From an optimization exercise on the open Yosys and OpenROAD flow, aimed at small area, a short achievable clock period and few clock cycles; shortcuts taken in it are not production practice.
Function was not checked in any run shown here: the RTL went through the layout flow alone.

## flow/design.v (module list and top-level ports; edited modules follow where they fit)
// module fxp_smul: 12 lines
// module cordic: 1318 lines
module cordic(i_clk, i_rst, i_en, o_vld, o_cosine, o_sine, i_theta);
  // ...
==> flow/run.sh <==
#!/bin/bash
# synth_recipe.tcl (not shown) runs the flow's synth.tcl, then flattens the netlist and writes it again
# the make line also repeats each setting of config.mk as NAME=value (left out here)
make -C /OpenROAD-flow-scripts/flow DESIGN_CONFIG=/design/flow/config.mk WORK_HOME=/design/flow/orfs CLKGATE_MAP_FILE= SYNTH_SCRIPT=/design/flow/synth_recipe.tcl finish
==> flow/config.mk <==
export PLATFORM = sky130hd
export DESIGN_NAME = cordic
export DESIGN_NICKNAME = cordic
export VERILOG_FILES = /design/flow/design.v
export SDC_FILE = /design/flow/constraint.sdc
export NUM_CORES = 4
export LEC_CHECK = 0
export CAP_MARGIN = 20
export CORE_MARGIN = 2
export CORE_UTILIZATION = 40
export SLEW_MARGIN = 20
export SYNTH_MEMORY_MAX_BITS = 16384
==> flow/constraint.sdc <==
create_clock -name core_clock -period 10.0 [get_ports {i_clk}]
set_input_delay 2.0000 -clock core_clock [delete_from_list [all_inputs] [get_ports {i_clk}]]
set_output_delay 2.0000 -clock core_clock [all_outputs]
set_load 0.01 [all_outputs]
==> results.ini, run 1 <==
[global_route]
use_met2=0.3148
grt_max_degree=72

[synthesis]
synth_top_cells_by_count=dfxtp_1 (1370), ha_1 (1064), xnor2_1 (912)
synth_area_um2=85040
synth_area_leader_cell=dfxtp_1
synth_cells=9418
synth_compound_area_frac=0.1958
syn-num-nets=10580

[cells_and_area]
final_cells=12500
design.seq.count=1370
largest-register=vld
finalInstanceArea_um2=94710
clock_buffers=205

[cts]
clk_latency_ns=0.81
clockRootBuffer=clkbuf_16

[run_status]
status=no timing/DRC/antenna violations

[floorplan]
row_count=169
tapCellCount=2821
die_area_um2=216300

[worst_setup_path]
cp.required_ns=10.69
r2r-start=sat4_q5$_DFF_P_
crit_path_start_kind=flop

[sta]
period_needed_ns=3.895
setup_viol=0
setup_slack_ns=6.105

[drt]
first_pass_iters=5
top_layer_used=met5

==> run 2: changes to the inputs <==
==> flow/flow/run.sh (new file) <==
#!/bin/bash
# Standard layout, with timing repair aiming for extra setup slack.
set -euo pipefail
export SETUP_SLACK_MARGIN=6.5
bash standard.sh > standard.log 2>&1
==> flow/standard.sh (new file) <==
#!/bin/bash
# synth_recipe.tcl (not shown) runs the flow's synth.tcl, then flattens the netlist and writes it again
# the make line also repeats each setting of config.mk as NAME=value (left out here)
make -C /OpenROAD-flow-scripts/flow DESIGN_CONFIG=/design/flow/config.mk WORK_HOME=/design/flow/orfs CLKGATE_MAP_FILE= SYNTH_SCRIPT=/design/flow/synth_recipe.tcl "${@:-finish}"
removed: flow/run.sh
==> run 2 against run 1 <==
Effect of this change: still clean; maximum frequency up 12%; sequential share of layout area is 0.29 points lower; critical path depth fell by 10; cell count up 0.19%; first-iteration DRC count decreased by 2.9%; die area unchanged; clock skew shrank 0.0024 ns; register-to-register slack improved by 0.48 ns.
==> results.ini, run 2 <==
[synthesis]
ys_warn_count=1  ; unchanged
syn_avg_cell_area_um2=9.030  ; unchanged
synth_top_cell_area_share=0.3225  ; unchanged
synth-seq-area-share=0.3225  ; unchanged
synth_area_leader_cell=dfxtp_1  ; unchanged
synth_cells=9418  ; unchanged
synth_edf_count=0  ; unchanged
synthTopCellsByArea=dfxtp_1 (32%), ha_1 (16%), xnor2_1 (9.4%)  ; unchanged
synthFlopType=dfxtp_1  ; unchanged
async_flop_share=0  ; unchanged
yosysMostFrequentCell=dfxtp_1  ; unchanged
synthDistinctLibCells=97  ; unchanged
syn-num-nets=10580  ; unchanged
synth_area_um2=85040  ; unchanged
synth_top_cells_by_count=dfxtp_1 (1370), ha_1 (1064), xnor2_1 (912)  ; unchanged
synth-seq-cells=1370  ; unchanged

[sta]
finClkSkew_ns=0.03960  ; was 0.04202 ns
fmax_ghz=0.2865  ; was 0.2568 GHz
setup_viol=0  ; unchanged
relSlewSlack=0.3493  ; was 0.3062
drv_slew=0  ; unchanged
rsz0062_at_grt=true  ; was false
tns_ns=0  ; unchanged
min_period_over_period=0.3490  ; was 0.3895
period_needed_ns=3.490  ; was 3.895 ns
worstMarginPinSlew_ns=0.9731  ; was 1.033 ns
holdWs_ns=0.3071  ; was 0.3022 ns
hold_violations=0  ; unchanged

[placed_design]
placedCellCount=12180  ; was 12190
routabilityCongestion=0.9010  ; was 0.8705
portBuffers=75  ; unchanged
dpl.hpwl_um=153900  ; was 154500 um
post_dp_cell_area_um2=88940  ; was 89000 um^2

[cts]
cts_tree=done  ; unchanged
clockRootBuffer=clkbuf_16  ; unchanged
cts_max_level=4  ; unchanged
cts_buffer_depth=3  ; unchanged
clkSlewWorstSetupHoldPaths_ns=0.06  ; about the same
cts_hold_buf=0  ; unchanged
cts_buffers=160  ; was 162
cts_sinks=1370  ; unchanged
clk_latency_ns=0.81  ; about the same

[cells_and_area]
layout.nets=10730  ; was 10700
drive_gt1_frac=0.07147  ; was 0.05450
syn2layout_area_growth_pct=12.78  ; was 11.36%
final_cell_mix=dfxtp_1 (1329), ha_1 (1054), xnor2_1 (900)  ; was dfxtp_1 (1362), ha_1 (1064), xnor2_1 (910)
finalInstanceArea_um2=95910  ; was 94710 um^2
seq_area_um2=27510  ; was 27440 um^2
final_cells=12520  ; was 12500
largest_reg_flops=30  ; unchanged
final_common_cell=dfxtp_1  ; unchanged
n_fill_cell=20140  ; was 20330
multiInputGateArea_um2=55700  ; was 55040 um^2
largestRegisters=vld x30, tx_q29 x20, ty_q29 x20  ; unchanged
largest-register=vld  ; unchanged

[worst_setup_path]
path_cells=buf_6 > buf_6 > buf_6  ; was inv_1 > a21boi_0 > inv_1 > ha_1 > a211oi_1 > o21bai_1 > a31oi_1 > o21ai_0 > o41ai_1 > mux2i_1 > xnor2_1 > xor2_1 > nand2_1
crit_path_start_kind=flop  ; unchanged
crit_family=flip-flops  ; was compound AO/OA/AOI/OAI gates
critPathBufInv=3  ; was 2
crit_path_frequent_cell=buf_6  ; was inv_1
worstSetupEndpointType=primary output  ; was flop
path_class=flop to primary output  ; was flop to flop
cp_max_fo=6  ; was 11
crit_arrival_ns=1.49  ; was 4.58 ns
max_stage_delay_ns=0.37  ; was 0.58 ns
cp_slowest_cell=dfxtp_4  ; was a21boi_0
cp.required_ns=8.00  ; was 10.69 ns

[floorplan]
initial_core_util=0.4018  ; unchanged
ioPinCount=76  ; unchanged
coreArea_um2=211700  ; unchanged
die_area_um2=216300  ; unchanged
fp.dieW_um=465.1  ; unchanged
row_count=169  ; unchanged
dieHeight_um=465.1  ; unchanged

[drt]
viasPerCell=5.254  ; about the same
first_pass_iters=6  ; was 5
dr_total_vias=65780  ; was 65650
drtIter0Drc=3445  ; was 3547
antenna_left=0  ; unchanged
wl_per_cell_um=15.78  ; was 15.75 um
finalWirelength_um=197600  ; was 196800 um
drc=0  ; unchanged

[run_status]
status=no timing/DRC/antenna violations  ; unchanged

[global_route]
grt_max_degree=66  ; was 72
grt_pass1_vias=64210  ; was 64790
antenna_found_initial=1  ; was 2
grt_first_pass_wirelength_um=321600  ; was 323000 um
groute.usage.overall=0.1772  ; was 0.1780
overflow=0  ; unchanged

[worst_hold_path]
hold_path_class=flop to flop  ; unchanged

[job]
maxCapViolCount=0  ; unchanged

[run 2: cell counts after synthesis]
Identical to the previous run, type by type.
[run 2: cells by family (layout without fill, tap and decap cells)]
family / after synthesis / in the layout / share of synthesized area
mux: 71 / 71 / 0.009181
buf+inv: 674 / 953 / 0.03072
xor+xnor: 1413 / 1413 / 0.1457
compound gates: 2590 / 2590 / 0.1958
fa+ha+maj: 1142 / 1142 / 0.1742
simple gates: 2158 / 2158 / 0.1219
other cells: 0 / 1 / 0
flops: 1370 / 1370 / 0.3225
[run 2: layer usage]
metal	vias to the layer above	routed length [um]	track usage
met5	-	0	0
met4	0	5501	0.05485
met3	329	6642	0.02315
met2	1108	94500	0.3109
met1	30520	90940	0.2242
li1	33820	-	-
[run 2: cell type report]
| type | count | share of cell area |
|---|---|---|
| diodes | 1 | 0.00002609 |
| clock buffers | 204 | 0.04662 |
| clock inverters | 86 | 0.01396 |
| inverters | 502 | 0.01984 |
| multi-input cells | 7374 | 0.5807 |
| flip-flops and latches | 1370 | 0.2868 |
| well taps | 2821 | 0.03680 |
| repair buffers | 160 | 0.01516 |
| repair inverters | 1 | 0.00005218 |
[run 2: through the flow]
stage               setup slack, ns    util
floorplan                     6.493       -
global placement              5.985  0.4202
detailed placement            5.842  0.4202
CTS                           6.409  0.4489
global route                  6.417  0.4531
finish                        6.510  0.4531
[run 2: worst paths after layout]
| kind | slack (ns) | cells after the start | to | startpoint |
|---|---|---|---|---|
| max reg2reg | 6.59 | 12 | qy_q30[29]$_DFF_P_ | y30_q29[0]$_DFF_P_ |
| max | 6.51 | 3 | o_sine[23] | qy_q30[32]$_DFF_P_ |
| min | 0.31 | 0 | n25_q16$_DFF_P_ | n25_q15$_DFF_P_ |
| min reg2reg | 0.31 | 0 | n25_q16$_DFF_P_ | n25_q15$_DFF_P_ |
[run 2: timing repair]
action | in CTS | in global routing
cloned | 0 | 1
endpoints found under the setup margin | 140 | 91
pin swaps | 7 | 21
setup buffers | 2 | 43
gates resized for setup | 159 | 124
==> run 3: changes to the inputs <==
==> flow/flow/run.sh (replaced) <==
#!/bin/bash
# Standard layout, with timing repair aiming for extra setup slack.
set -euo pipefail
export SETUP_SLACK_MARGIN=7.0
bash standard.sh > standard.log 2>&1
==> run 3 against run 2 <==
Effect of this change: wire length up 7.3%; sequential share of layout area down 1.4 points; clock skew up 0.020 ns; setup slack better by 0.12 ns; largest cell class unchanged; highest routed layer unchanged.
==> results.ini, run 3 <==
[sta]
rsz0062_at_grt=true  ; unchanged
drv_slew=0  ; unchanged
hold_violations=0  ; unchanged
holdWs_ns=0.3087  ; was 0.3071 ns
tns_ns=0  ; unchanged
setup_viol=0  ; unchanged
finClkSkew_ns=0.06005  ; was 0.03960 ns
period_needed_ns=3.369  ; was 3.490 ns
min_period_over_period=0.3369  ; was 0.3490
relSlewSlack=0.3714  ; was 0.3493
fmax_ghz=0.2968  ; was 0.2865 GHz
worstMarginPinSlew_ns=0.9383  ; was 0.9731 ns

[cts]
clkSlewWorstSetupHoldPaths_ns=0.06  ; about the same
cts_max_level=4  ; unchanged
cts_buffers=157  ; was 160
cts_buffer_depth=3  ; unchanged
clockRootBuffer=clkbuf_16  ; unchanged
cts_tree=done  ; unchanged
cts_sinks=1370  ; unchanged
cts_hold_buf=0  ; unchanged
clk_latency_ns=0.83  ; was 0.81 ns

[cells_and_area]
layout.nets=11030  ; was 10730
largestRegisters=vld x30, tx_q29 x20, ty_q29 x20  ; unchanged
seq_area_um2=27660  ; was 27510 um^2
final_common_cell=dfxtp_1  ; unchanged
drive_gt1_frac=0.1466  ; was 0.07147
largest-register=vld  ; unchanged
largest_reg_flops=30  ; unchanged
syn2layout_area_growth_pct=19.12  ; was 12.78%
n_fill_cell=19580  ; was 20140
final_cell_mix=dfxtp_1 (1275), ha_1 (1002), xnor2_1 (881)  ; was dfxtp_1 (1329), ha_1 (1054), xnor2_1 (900)
multiInputGateArea_um2=58620  ; was 55700 um^2

[floorplan]
die_area_um2=216300  ; unchanged
initial_core_util=0.4018  ; unchanged
fp.dieW_um=465.1  ; unchanged
ioPinCount=76  ; unchanged
row_count=169  ; unchanged
dieHeight_um=465.1  ; unchanged
coreArea_um2=211700  ; unchanged

[drt]
wl_per_cell_um=16.55  ; was 15.78 um
drtIter0Drc=3345  ; was 3445
viasPerCell=5.300  ; was 5.254
first_pass_iters=6  ; unchanged
antenna_left=0  ; unchanged
finalWirelength_um=212000  ; was 197600 um
dr_total_vias=67900  ; was 65780
drc=0  ; unchanged

[synthesis]
synth_compound_area_frac=0.1958  ; unchanged
synth_area_um2=85040  ; unchanged
synth_cells=9418  ; unchanged
synth_mux_area_frac=0.009181  ; unchanged
synth_top_cells_by_count=dfxtp_1 (1370), ha_1 (1064), xnor2_1 (912)  ; unchanged
synth-seq-area-share=0.3225  ; unchanged
synth_top_family_by_area=compound AO/OA/AOI/OAI gates  ; unchanged
synth-seq-cells=1370  ; unchanged
yosysMostFrequentCell=dfxtp_1  ; unchanged
synthTopCellsByArea=dfxtp_1 (32%), ha_1 (16%), xnor2_1 (9.4%)  ; unchanged
syn-num-nets=10580  ; unchanged
synth_edf_count=0  ; unchanged
post_synth_and_or_nand_nor_area_fraction=0.1219  ; unchanged
synthFlopType=dfxtp_1  ; unchanged
synth_top_cell_area_share=0.3225  ; unchanged
synthDistinctLibCells=97  ; unchanged
synth_area_leader_cell=dfxtp_1  ; unchanged
yosys.area_share.adder=0.1742  ; unchanged
ys_warn_count=1  ; unchanged
syn_avg_cell_area_um2=9.030  ; unchanged
synth_xor_area_frac=0.1457  ; unchanged
async_flop_share=0  ; unchanged

[global_route]
grt_pass1_vias=66240  ; was 64210
groute.usage.overall=0.1847  ; was 0.1772
antenna_found_initial=2  ; was 1
grt_max_degree=64  ; was 66
grt_first_pass_wirelength_um=334800  ; was 321600 um
overflow=0  ; unchanged

[placed_design]
dpl.hpwl_um=155600  ; was 153900 um
routabilityCongestion=0.9077  ; was 0.9010
portBuffers=75  ; unchanged

[worst_setup_path]
cp.required_ns=10.72  ; was 8.00 ns
path_class=flop to flop  ; was flop to primary output
worstSetupEndpointType=flop  ; was primary output
crit_path_start_kind=flop  ; unchanged
cp_max_fo=4  ; was 6
crit_arrival_ns=4.09  ; was 1.49 ns

[run_status]
status=no timing/DRC/antenna violations  ; unchanged

[worst_hold_path]
hold_path_class=flop to flop  ; unchanged

[job]
maxCapViolCount=0  ; unchanged

[run 3: cell counts after synthesis]
No cell type changed its count.
[run 3: layout make-up]
class	instances	share of cell area
Clock buffer	199	0.04282
Sequential cell	1370	0.2730
Clock inverter	83	0.01135
Multi-Input combinational cell	7375	0.5786
Inverter	502	0.01890
Tap cell	2821	0.03484
Timing Repair Buffer	458	0.04039
Antenna cell	3	0.00007411
[run 3: path summary, 6_finish.rpt]
| check | startpoint | to | depth (start not counted) | slack (ns) |
|---|---|---|---|---|
| worst max-delay path | ty_q29[8]$_DFF_P_ | qy_q30[31]$_DFF_P_ | 12 | 6.63 |
| worst min-delay path | n29_q26$_DFF_P_ | n29_q27$_DFF_P_ | 0 | 0.31 |
| worst max register to register | ty_q29[8]$_DFF_P_ | qy_q30[31]$_DFF_P_ | 12 | 6.63 |
| worst min register to register | n29_q26$_DFF_P_ | n29_q27$_DFF_P_ | 0 | 0.31 |
[run 3: metrics by stage]
stage	cells	cell area (um^2)	utilization	setup slack [ns]
finish	12810	101300	0.4786	6.631
global route	12810	101300	0.4786	6.547
CTS	12570	97220	0.4593	6.594
detailed placement	12170	89290	0.4219	6.125
global placement	12170	89290	0.4219	6.222
floorplan	9418	85640	-	6.729
[run 3: cells by family (layout without fill, tap and decap cells)]
logic type,after synthesis,count (layout)
AOI/OAI and AO/OA,2590,2590
xor gates and xnor gates,1413,1414
adders and majority gates,1142,1142
buffers and inverters,674,1242
DFF,1370,1370
muxes,71,71
other,0,3
and+or+nand+nor,2158,2158
[run 3: routing by layer]
layer  vias to the layer above  routed length (um)  global-route usage
li1                      34420                   -                   -
met4                         0                6744             0.06238
met2                      1277              102900              0.3271
met3                       401                7596             0.02321
met1                     31800               94800              0.2301
met5                         -                   0                   0
[run 3: critical path, stage by stage (launching register included)]
cell     delay [ns]
dfxtp_4        0.35
fa_1           0.49
fa_1           0.58
ha_4           0.22
a21o_1         0.15
a21o_1         0.15
a21o_1         0.16
nor2b_4        0.12
or3_4          0.34
a41o_4         0.24
and2_4         0.15
o31ai_4        0.19
xnor2_1        0.15
[run 3: repair_timing]
action	in CTS	in global routing
setup endpoints to repair	408	248
pin swaps	110	276
gates resized for setup	581	470
setup buffers	114	227
cloned	1	12
endpoints found under the hold margin	0	0

[port drivers added, routing unchanged]
No port has a modelled driver above. Below, the same layouts with a new extraction and two added sets of constraints.
Step 1 (the two cells are an assumption about what drives the block):
set clk [get_ports {i_clk}]
set_driving_cell -lib_cell sky130_fd_sc_hd__clkbuf_16 $clk
set_driving_cell -lib_cell sky130_fd_sc_hd__buf_2 [delete_from_list [all_inputs] $clk]
Step 2 times the ports against the registers' clock, not the clock port: input delays grow and output delays shrink by t, the midpoint of the rising clock arrivals with the driver on.
a / b / c = ideal / step 1 / step 2; a / b = the first two.
run | shift t [ns] | setup WS [ns] | clock arrival spread, ns | worst data-port slew with drivers (ns)
run 1 | 0.871 | 6.105 / 6.048 / 6.105 | 0.047 / 0.047 | 0.04
run 2 | 0.874 | 6.510 / 6.427 / 6.563 | 0.050 / 0.050 | 0.05
run 3 | 0.883 | 6.631 / 6.583 / 6.603 | 0.060 / 0.060 | 0.04
After both steps setup and hold are still met in every run listed. The setup slack of run 3, which loses most, moves by -0.048 ns with the drivers and by -0.028 ns with both steps.
